Source: an optimization exercise on an open RTL-to-GDS flow (aim: small area, a short achievable clock period and few clock cycles). Production flows keep margins and buffers that such runs may drop. In this exercise RTL edits were held to simulation tests only and were not proved equivalent to the original. No activity file was given, so power comes from the tool's default toggle rates.

// JAM
module JAM (
	input				CLK,
	input				RST,
	output	reg	[2:0]	W,
	output	reg	[2:0]	J,
	input		[6:0]	Cost,
	output	reg	[3:0]	MatchCount,
	output		[9:0]	MinCost,
	output	reg			Valid
);
Size: about 1100 cells after synthesis, about 30 I/O pins.
clock: 10.0 ns
lec_check: 0
cap_margin: 20
core_margin: 2
core_utilization: 40
setup_slack_margin: 4
slew_margin: 20
run.sh (not shown) runs the stock make flow with config.mk's settings and CLKGATE_MAP_FILE= SYNTH_SCRIPT=/design/flow/synth_recipe.tcl, a recipe that flattens the netlist after the stock synthesis.
Testbench counts at the start, summed over its fixed seeds: cycles 51,223.
Change:
- SETUP_SLACK_MARGIN: 4 -> unset
Utilization goes down by 4.1 points.
Wire length drops by 8.5%.
Total power went down by 1.7%.
Synthesized cell count does not change.
Register-to-register slack gets worse by 1.8 ns.
Clock-buffer cell count drops by 1.
Final area drops by 8.4%.
Change:
- ABC_CLOCK_PERIOD_IN_PS: unset -> 4000
- SETUP_SLACK_MARGIN: unset -> 4
=>
- The new run went through all stages and came out clean
- combinational power climbs by about 24%
- via count increases by 6.5%
- clock skew is about the same
- power rose by about 1.7%
- synthesized cell count does not change

---

== sierra ==
JAM, a different RTL version from the one above (not shown whole).
Size in the first run: about 30 I/O pins.
## JAM
module JAM (
	input				CLK,
	input				RST,
	output	reg	[2:0]	W,
	output	reg	[2:0]	J,
	input		[6:0]	Cost,
	output	reg	[3:0]	MatchCount,
	output	reg	[9:0]	MinCost,
	output	reg			Valid
);
localparam	S_A		= 4'd0;		 
localparam	S_SEL	= 4'd2;		 
localparam	S_C		= 4'd3;		 
localparam	S_D		= 4'd4;		 
localparam	S_AUG	= 4'd5;		 
localparam	S_B1	= 4'd7;		 
localparam	S_B2	= 4'd8;		 
localparam	S_CNT	= 4'd9;		 
localparam	S_DONE	= 4'd10;
localparam	S_UW	= 4'd6;		 
localparam	O_NONE	= 3'd0;
localparam	O_A		= 3'd1;
localparam	O_D		= 3'd3;
localparam	O_B1	= 3'd4;
localparam	O_B2	= 3'd5;
reg [3:0]	state;
reg [6:0]	nv   [0:7];		 
reg [7:0]	dst  [0:7];		 
reg [2:0]	pred [0:7];		 
reg [2:0]	p    [0:7];		 
reg [7:0]	mcol;			 
reg [7:0]	sc;				 
reg [8:0]	delta;			 
reg [7:0]	ur;				 
reg [7:0]	bv;				 
reg [2:0]	bj;				 
reg [2:0]	jc;				 
reg [2:0]	I;				 
reg			first;
reg [2:0]	op2;
reg [6:0]	c2;				 
reg [2:0]	j2;				 
reg [2:0]	w2;				 
reg			f2;				 
reg [8:0]	q2;				 
wire [6:0]	nvp = q2[6:0];
reg [7:0]	dstp;			 
function [3:0] next_free;
	input [7:0] b;
	input [3:0] a;
	integer k;
	begin
		next_free = 4'd8;
		for (k = 7; k >= 0; k = k - 1)
			if (!b[k] && (a[3] || k > a)) next_free = k;
	end
endfunction
function [2:0] col_of;
	input [2:0] r;
	input [23:0] pp;
	integer k;
	begin
		col_of = 3'd0;
		for (k = 0; k < 8; k = k + 1)
			if (pp[3*k +: 3] == r) col_of = k;
	end
  ...
clock: 10.0 ns
lec_check: 0
cap_margin: 20
core_margin: 2
core_utilization: 40
setup_slack_margin: 5
slew_margin: 20
Testbench counts of sierra, summed over its fixed seeds: cycles 11,742.
Modified inputs, indigo compared to sierra
==> flow/flow/run.sh (new file) <==
#!/bin/bash
set -euo pipefail
sed 's/SETUP_SLACK_MARGIN=[0-9.]*/SETUP_SLACK_MARGIN=7/' standard.sh > standard_margin.sh
grep -q 'SETUP_SLACK_MARGIN=7' standard_margin.sh
bash standard_margin.sh > flow_make.log 2>&1
==> flow/standard.sh (new file) <==
#!/bin/bash
# synth_recipe.tcl (not shown) runs the flow's synth.tcl, then flattens the netlist and writes it again
# the make line also repeats each setting of config.mk as NAME=value (left out here)
make -C /OpenROAD-flow-scripts/flow DESIGN_CONFIG=/design/flow/config.mk WORK_HOME=/design/flow/orfs CLKGATE_MAP_FILE= SYNTH_SCRIPT=/design/flow/synth_recipe.tcl "${@:-finish}"
--- a/flow/config.mk
+++ b/flow/config.mk
@@ -7,0 +8 @@
+export ABC_AREA = 1
removed: flow/run.sh
Notes after the runs:
- In summary, indigo completed successfully, with a layout that passed the timing, DRC and antenna checks.
- Compared sierra against indigo; proportion of power drawn by the clock network within noise.
- Taking indigo over sierra, the static leakage ratio works out to 1.3.
- For the clock tree buffer count of the final layout, indigo came in 1 higher than sierra did.
- indigo ended up with sky130_fd_sc_hd__edfxtp_1 as its slowest stage cell on the critical path; sierra ended up with sky130_fd_sc_hd__ha_2.
- From sierra to indigo the numbers moved as follows: layout cell share with drive strength beyond 1 went up by 11 points, global-route wire length before repair moved up, standard-cell row count has remained practically unchanged, count of inverters other than clock inverters in the layout moved up.
Here is what was changed in the inputs of quartz compared with indigo.
==> flow/run.sh (new file) <==
#!/bin/bash
# synth_recipe.tcl (not shown) runs the flow's synth.tcl, then flattens the netlist and writes it again
# the make line also repeats each setting of config.mk as NAME=value (left out here)
make -C /OpenROAD-flow-scripts/flow DESIGN_CONFIG=/design/flow/config.mk WORK_HOME=/design/flow/orfs CLKGATE_MAP_FILE= SYNTH_SCRIPT=/design/flow/synth_recipe.tcl finish
removed: flow/flow/run.sh
removed: flow/standard.sh
Notes after the runs:
- quartz does worse than indigo on clock skew.
- Note that the wire length on met1 recorded for indigo amounts to 1.06 times the value seen in quartz.
- Compared with indigo, quartz shows a final worst-path cycle share that is 4.9 points higher.
The following lists how tundra was set up differently from quartz:
==> flow/flow/run.sh (new file) <==
#!/bin/bash
set -euo pipefail
sed 's/SETUP_SLACK_MARGIN=[0-9.]*/SETUP_SLACK_MARGIN=6/' standard.sh > standard_margin.sh
grep -q 'SETUP_SLACK_MARGIN=6' standard_margin.sh
bash standard_margin.sh > flow_make.log 2>&1
==> flow/standard.sh (new file) <==
#!/bin/bash
# synth_recipe.tcl (not shown) runs the flow's synth.tcl, then flattens the netlist and writes it again
# the make line also repeats each setting of config.mk as NAME=value (left out here)
make -C /OpenROAD-flow-scripts/flow DESIGN_CONFIG=/design/flow/config.mk WORK_HOME=/design/flow/orfs CLKGATE_MAP_FILE= SYNTH_SCRIPT=/design/flow/synth_recipe.tcl "${@:-finish}"
removed: flow/run.sh
--- outcome ---
- The post-route clock period utilization reported for tundra is smaller than that of quartz by 5.2 points.
- Utilization in tundra is 3.9 points higher than in quartz
- tundra ended with more post-place setup slack than quartz.
- Number of combinational gates with multiple inputs: tundra vs quartz — no meaningful difference
- Across both runs, highest fanout seen on the critical path was lower for tundra than for quartz.
- As far as initial cell density of the core goes, quartz and tundra are indistinguishable; the numbers are identical.
- Of tundra and quartz, quartz shows the lower clock share of power, with tundra above it.

---

JAM, a different RTL version from the one above (not shown whole).
Size: roughly 2,600 cells after synthesis, about 290 flip-flops, roughly 30 I/O pins, roughly 0.020 mm^2 of cells after synthesis.
export LEC_CHECK = 0
export ABC_AREA = 1
export CAP_MARGIN = 20
export CORE_MARGIN = 2
export CORE_UTILIZATION = 40
export SETUP_SLACK_MARGIN = 5
export SLEW_MARGIN = 20
create_clock -name core_clock -period 10.0 [get_ports {CLK}]
standard.sh (not shown) runs the stock make flow with config.mk's settings and CLKGATE_MAP_FILE= SYNTH_SCRIPT=/design/flow/synth_recipe.tcl, a recipe that flattens the netlist after the stock synthesis.
==> flow/flow/run.sh <==
#!/bin/bash
set -euo pipefail
sed 's/SETUP_SLACK_MARGIN=[0-9.]*/SETUP_SLACK_MARGIN=6/' standard.sh > standard_margin.sh
grep -q 'SETUP_SLACK_MARGIN=6' standard_margin.sh
bash standard_margin.sh > flow_make.log 2>&1
Testbench counts at the start, summed over its fixed seeds: cycles 11,742.
Then changed:
==> flow/run.sh (new file) <==
#!/bin/bash
# synth_recipe.tcl (not shown) runs the flow's synth.tcl, then flattens the netlist and writes it again
# the make line also repeats each setting of config.mk as NAME=value (left out here)
make -C /OpenROAD-flow-scripts/flow DESIGN_CONFIG=/design/flow/config.mk WORK_HOME=/design/flow/orfs CLKGATE_MAP_FILE= SYNTH_SCRIPT=/design/flow/synth_recipe.tcl finish
- CORE_UTILIZATION: 40 -> 55
removed: flow/flow/run.sh
removed: flow/standard.sh
=> Synthesized area stays the same; wire length decreases by 9.8%; cell area falls by 10%; utilization went up by 12 points; synthesized cell count does not change; clock power came out lower by about 9%; via count fell by 3.8%; non-clock buffer count shrinks by 103; final cell count went down by 9.0%; die area drops by 27%.
Then changed:
- CORE_UTILIZATION: 55 -> 40
Result: The new run finished clean. Area after synthesis does not change. Wire length grows by about 3.7%. Clock power stays flat. Sequential power shrinks by about 2%.
Then changed:
==> flow/flow/run.sh (new file) <==
#!/bin/bash
set -euo pipefail
sed 's/SETUP_SLACK_MARGIN=[0-9.]*/SETUP_SLACK_MARGIN=7/' standard.sh > standard_margin.sh
grep -q 'SETUP_SLACK_MARGIN=7' standard_margin.sh
bash standard_margin.sh > flow_make.log 2>&1
==> flow/standard.sh (new file) <==
#!/bin/bash
# synth_recipe.tcl (not shown) runs the flow's synth.tcl, then flattens the netlist and writes it again
# the make line also repeats each setting of config.mk as NAME=value (left out here)
make -C /OpenROAD-flow-scripts/flow DESIGN_CONFIG=/design/flow/config.mk WORK_HOME=/design/flow/orfs CLKGATE_MAP_FILE= SYNTH_SCRIPT=/design/flow/synth_recipe.tcl "${@:-finish}"
removed: flow/run.sh
After rerunning: The changed run ran to the end with no violations; cell area grows by about 25%; die area stays the same; routed wire length grows by 16%; combinational power grows by about 53%; total power grows by about 30%; maximum frequency grows by about 20%; via count grows by about 11%; first-iteration DRC count grows by about 6%.
Then changed:
==> flow/flow/run.sh (replaced) <==
#!/bin/bash
set -euo pipefail
sed 's/SETUP_SLACK_MARGIN=[0-9.]*/SETUP_SLACK_MARGIN=6/' standard.sh > standard_margin.sh
grep -q 'SETUP_SLACK_MARGIN=6' standard_margin.sh
bash standard_margin.sh > flow_make.log 2>&1
- CTS_BUF_LIST: unset -> sky130_fd_sc_hd__clkbuf_4 sky130_fd_sc_hd__clkbuf_8
- CTS_CLUSTER_SIZE: unset -> 30
After rerunning:
- wire length goes down by about 7%
- worst setup slack is worse by 28 ps
- sequential power is about the same
- global-route usage drops by 2.8 points
- design area went down by about 12%
- clock power decreases by about 6%

---

The RTL this note starts from:
==> flow/design.v <==
module JAM (
	input				CLK,
	input				RST,
	output	reg	[2:0]	W,
	output	reg	[2:0]	J,
	input		[6:0]	Cost,
	output	reg	[3:0]	MatchCount,
	output	reg	[9:0]	MinCost,
	output				Valid
);
localparam	S_A		= 4'd0;		 
localparam	S_SEL	= 4'd2;		 
localparam	S_C		= 4'd3;		 
localparam	S_D		= 4'd4;		 
localparam	S_AUG	= 4'd5;		 
localparam	S_B		= 4'd7;		 
localparam	S_CNT	= 4'd9;		 
localparam	S_DONE	= 4'd10;
localparam	O_NONE	= 3'd0;
localparam	O_A		= 3'd1;
localparam	O_D		= 3'd3;
localparam	O_B		= 3'd4;
reg			rst_q;
reg			valid_r;
assign Valid = valid_r & ~rst_q;
reg [3:0]	state;
reg [55:0]	nv;				 
reg [63:0]	dst;			 
reg [23:0]	pred;			 
reg [23:0]	p;				 
reg [7:0]	mcol;			 
reg [7:0]	sc;				 
reg [8:0]	delta;			 
reg [7:0]	ur;				 
reg [7:0]	bv;				 
reg [2:0]	bj;				 
reg [2:0]	jc;				 
reg [2:0]	I;				 
reg			first;
reg			mp;				 
reg			sc_old;			 
reg [2:0]	op2;
reg [6:0]	c2;				 
reg [2:0]	j2;				 
reg [2:0]	w2;				 
reg			f2;				 
reg [8:0]	q2;				 
wire [6:0]	nvp = q2[6:0];
reg [7:0]	dstp;			 
reg [2:0]	predp;			 
function [3:0] next_free;
	input [7:0] b;
	input [3:0] a;
	integer k;
	begin
		next_free = 4'd8;
		for (k = 7; k >= 0; k = k - 1)
			if (!b[k] && (a[3] || k > a)) next_free = k;
	end
endfunction
wire [8:0]	nd    = q2 + c2;
wire		upd   = nd < {1'b0, dstp};
wire [7:0]	dn    = upd ? nd[7:0] : dstp;
wire		take  = f2 || (upd ? nd < {1'b0, bv} : dstp < bv);
wire [7:0]	d_a   = c2 + nvp;
wire		b_new = j2 == 3'd0 || d_a < ur;		 
wire [7:0]	b_row = b_new ? onehot2 : (d_a == ur) ? bv | onehot2 : bv;
wire [7:0]	onehot2 = 8'd1 << j2;
wire		take_a = j2 == 3'd0 || d_a < bv;
wire		take_f = (op2 == O_A) ? take_a : (op2 == O_D) && take;
wire [7:0]	onehotbj = 8'd1 << bj;
wire [6:0]	nvJ   = nv[7*(J) +: 7];
wire [7:0]	dstJ  = dst[8*(J) +: 8];
wire [6:0]	nv_upJ = ((state == S_A || (state == S_B && W == 3'd0)) && sc[J]) ? nvJ + delta[6:0] - dstJ[6:0] : nvJ;
wire [6:0]	nv_iss = (state == S_A && I == 3'd0) ? 7'd0 : nv_upJ;
wire [8:0]	dq    = first ? delta - {2'b00, q2[6:0]} - {2'b00, c2} : delta;
wire [3:0]	n_sc  = next_free(sc, {1'b0, J});
wire [3:0]	n_sc0 = next_free(sc, 4'd8);
wire [7:0]	trow  = dst[8*(I) +: 8];
wire [3:0]	n_cnt = next_free(~trow | sc, first ? 4'd8 : {1'b0, bj});
wire [2:0]	Im1   = I - 3'd1;
wire [2:0]	jbk   = pred[3*(Im1) +: 3];
wire [7:0]	sc_bk = sc & ~(8'd1 << jbk);
wire [3:0]	n_par = next_free(~dst[8*(Im1) +: 8] | sc_bk, {1'b0, jbk});
wire [7:0]	fr    = ~sc;
reg  [7:0]	f_lo, f_hi;
integer q;
always @(*) begin
	for (q = 0; q < 8; q = q + 1) begin
		f_lo[q] = fr[q] && ((fr & ((8'd1 << q) - 8'd1)) == 8'd0);
		f_hi[q] = fr[q] && ((fr & ~((8'd2 << q) - 8'd1)) == 8'd0);
	end
end
wire [7:0]	f_mid = fr & ~f_lo & ~f_hi;
wire [7:0]	t5    = dst[8*(5) +: 8];
wire [7:0]	t6    = dst[8*(6) +: 8];
wire [7:0]	t7    = dst[8*(7) +: 8];
wire [2:0]	ra    = {|(t5 & f_hi), |(t5 & f_mid), |(t5 & f_lo)};
wire [2:0]	rb    = {|(t6 & f_hi), |(t6 & f_mid), |(t6 & f_lo)};
wire [2:0]	rc    = {|(t7 & f_hi), |(t7 & f_mid), |(t7 & f_lo)};
wire [2:0]	c5    = {2'b00, ra[0] & rb[1] & rc[2]} + {2'b00, ra[0] & rb[2] & rc[1]}
					+ {2'b00, ra[1] & rb[0] & rc[2]} + {2'b00, ra[1] & rb[2] & rc[0]}
					+ {2'b00, ra[2] & rb[0] & rc[1]} + {2'b00, ra[2] & rb[1] & rc[0]};
always @(posedge CLK) rst_q <= RST;
always @(posedge CLK) begin
	if (rst_q) begin
		state		<= S_A;
		op2			<= O_NONE;
		I			<= 3'd0;
		W			<= 3'd0;
		J			<= 3'd0;
		mcol		<= 8'd0;
		sc			<= 8'd0;
		MinCost		<= 10'd0;
		MatchCount	<= 4'd0;
		valid_r		<= 1'b0;
	end else begin
		c2	<= Cost;
		q2	<= (state == S_D) ? dq + {2'b00, nvJ} : {2'b00, nv_iss};
		dstp	<= dstJ;
		predp	<= pred[3*(J) +: 3];
		j2	<= J;
		w2	<= W;
		case (op2)
		O_A: begin
			nv[7*(j2) +: 7]	<= nvp;
			dst[8*(j2) +: 8]	<= d_a;
			pred[3*(j2) +: 3]	<= j2;
			sc[j2]	<= 1'b0;
			if (take_a) begin
				bv	<= d_a;
				bj	<= j2;
			end
		end
		O_D: begin
			dst[8*(j2) +: 8]	<= dn;
			pred[3*(j2) +: 3]	<= upd ? jc : predp;
			if (take) begin
				bv	<= dn;
				bj	<= j2;
			end
		end
		O_B: begin
			nv[7*(j2) +: 7]	<= nvp;
			if (b_new) ur <= d_a;
			bv		<= b_row;
			if (j2 == 3'd7) dst[8*(w2) +: 8] <= b_row;
			if (w2 == 3'd0)
				MinCost	<= MinCost - {3'd0, nvp};
			else if (j2 == 3'd0)
				MinCost	<= MinCost + {2'b00, ur};
		end
		default: ;
		endcase
		op2	<= O_NONE;
		f2	<= 1'b0;
		case (state)
		S_A: begin
			op2		<= O_A;
			J		<= J + 3'd1;
			if (J == 3'd7) state <= S_SEL;
		end
		S_SEL: begin
			mp		<= take_f;
			sc_old	<= sc[bj];
			delta	<= {1'b0, bv};
			J		<= bj;
			jc		<= bj;
			sc		<= (sc & ~((op2 == O_A) ? onehot2 : 8'd0)) | onehotbj;
			if (mcol[bj]) W <= p[3*(bj) +: 3];
			state	<= mcol[bj] ? S_C : S_AUG;
		end
		S_C: begin
			if (mp) begin
				sc[jc]	<= sc_old;
				state	<= S_SEL;
			end else begin
				J		<= n_sc0[2:0];
				first	<= 1'b1;
				state	<= S_D;
			end
		end
		S_D: begin
			op2		<= O_D;
			f2		<= first;
			first	<= 1'b0;
			delta	<= dq;
			if (!n_sc[3]) J <= n_sc[2:0];
			else state <= S_SEL;
		end
		S_AUG: begin
			if (mp) begin
				sc[jc]	<= sc_old;
				state	<= S_SEL;
			end else if (pred[3*(J) +: 3] == J) begin
				mcol[J]	<= 1'b1;
				p[3*(J) +: 3]	<= I;
				J		<= 3'd0;
				if (I == 3'd7) begin
					W		<= 3'd0;
					state	<= S_B;
				end else begin
					I		<= I + 3'd1;
					W		<= I + 3'd1;
					state	<= S_A;
				end
			end else begin
				mcol[J]	<= 1'b1;
				p[3*(J) +: 3]	<= p[3*(pred[3*(J) +: 3]) +: 3];
				J		<= pred[3*(J) +: 3];
			end
		end
		S_B: begin
			op2		<= O_B;
			J		<= J + 3'd1;
			if (J == 3'd7) begin
				W		<= W + 3'd1;
				if (W == 3'd7) begin
					sc		<= 8'd0;
					I		<= 3'd0;
					first	<= 1'b1;
					state	<= S_CNT;
				end
			end
		end
		S_CNT: begin
			if (I == 3'd5) MatchCount <= MatchCount + {1'b0, c5};
			if (I != 3'd5 && !n_cnt[3]) begin
				pred[3*(I) +: 3]	<= n_cnt[2:0];
				sc[n_cnt[2:0]]	<= 1'b1;
				I		<= I + 3'd1;
				first	<= 1'b1;
			end else if (I == 3'd0) begin
				MinCost	<= MinCost + {2'b00, ur};
				state	<= S_DONE;
			end else if (!n_par[3]) begin
				pred[3*(Im1) +: 3]	<= n_par[2:0];
				sc		<= sc_bk | (8'd1 << n_par[2:0]);
				first	<= 1'b1;
			end else begin
				I		<= I - 3'd1;
				sc		<= sc_bk;
				bj		<= jbk;
				first	<= 1'b0;
			end
		end
		default: begin
			valid_r	<= 1'b1;
		end
		endcase
	end
end
endmodule
export LEC_CHECK = 0
export ABC_AREA = 0
export CAP_MARGIN = 20
export CORE_MARGIN = 2
export CORE_UTILIZATION = 40
export SETUP_SLACK_MARGIN = 5
export SLEW_MARGIN = 20
create_clock -name core_clock -period 10.0 [get_ports {CLK}]
==> flow/flow/run.sh <==
#!/bin/bash
set -euo pipefail
sed -e 's/SETUP_SLACK_MARGIN=[0-9.]*/SETUP_SLACK_MARGIN=6.5/' \
    -e 's/CLKGATE_MAP_FILE= /CLKGATE_MAP_FILE= ADDER_MAP_FILE= /' standard.sh > standard_margin.sh
grep -q 'SETUP_SLACK_MARGIN=6.5' standard_margin.sh
grep -q 'ADDER_MAP_FILE= ' standard_margin.sh
bash standard_margin.sh > flow_make.log 2>&1
The starting point went through all stages and came out clean.
Testbench counts at the start, summed over its fixed seeds: cycles 11,840.
Next try:
- ABC_AREA: 0 -> 1
=> Worst setup slack improves by 550 ps; hold slack degrades by 11 ps; first-iteration DRC count climbs by 31%; global-route usage climbs by 2.6 points; wire length climbs by 7.9%; total power drops by 13%; final area drops by 11%; combinational power drops by about 18%; synthesized area climbs by about 4%; die area climbs by about 4%; flip-flop and latch count does not change.

[afterwards: timing with drivers on the ports]
In the flow no input, the clock included, has a driving cell. The finished layouts below were timed again as built, in two steps.
Step 1 (the two cells are an assumption about what drives the block):
set clk [get_ports {CLK}]
set_driving_cell -lib_cell sky130_fd_sc_hd__clkbuf_16 $clk
set_driving_cell -lib_cell sky130_fd_sc_hd__buf_2 [delete_from_list [all_inputs] $clk]
Step 2 also shifts input and output timing later by t, the mid clock arrival at the registers, as if the neighbouring blocks saw the same clock.
a / b / c = ideal ports / drivers / drivers and shift; a / b = the first two.
run	t, ns	setup slack, ns	latest minus earliest clock arrival (ns)	slew at the worst register clock pin (ns)
the first run of note 1	0.493	3.632 / 3.637 / 3.144	0.014 / 0.014	0.08 / 0.08
the second run of note 1	0.487	1.726 / 1.756 / 1.268	0.015 / 0.015	0.09 / 0.09
the third run of note 1	0.493	3.632 / 3.637 / 3.144	0.014 / 0.014	0.08 / 0.08
sierra	0.606	5.201 / 5.201 / 4.740	0.013 / 0.012	0.06 / 0.06
indigo	0.619	5.777 / 5.777 / 5.526	0.013 / 0.013	0.07 / 0.07
quartz	0.607	5.288 / 5.288 / 4.814	0.036 / 0.036	0.07 / 0.07
tundra	0.621	5.807 / 5.807 / 5.279	0.033 / 0.033	0.07 / 0.07
the first run of note 3	0.621	6.037 / 6.055 / 5.449	0.032 / 0.032	0.07 / 0.07
the second run of note 3	0.621	5.106 / 5.137 / 4.516	0.018 / 0.018	0.07 / 0.07
the third run of note 3	0.637	5.258 / 5.258 / 4.969	0.018 / 0.018	0.06 / 0.06
the fourth run of note 3	0.621	6.020 / 6.020 / 5.810	0.026 / 0.027	0.07 / 0.07
the fifth run of note 3	0.715	5.992 / 5.992 / 5.316	0.050 / 0.050	0.07 / 0.07
the first run of note 4	0.639	5.899 / 5.899 / 5.899	0.027 / 0.027	0.07 / 0.07
the second run of note 4	0.635	6.448 / 6.384 / 6.500	0.022 / 0.021	0.07 / 0.07
After both steps every run listed still meets setup and hold. The setup slack of the fifth run of note 3, which loses most, moves by 0.000 ns with the drivers and by -0.676 ns with both steps.
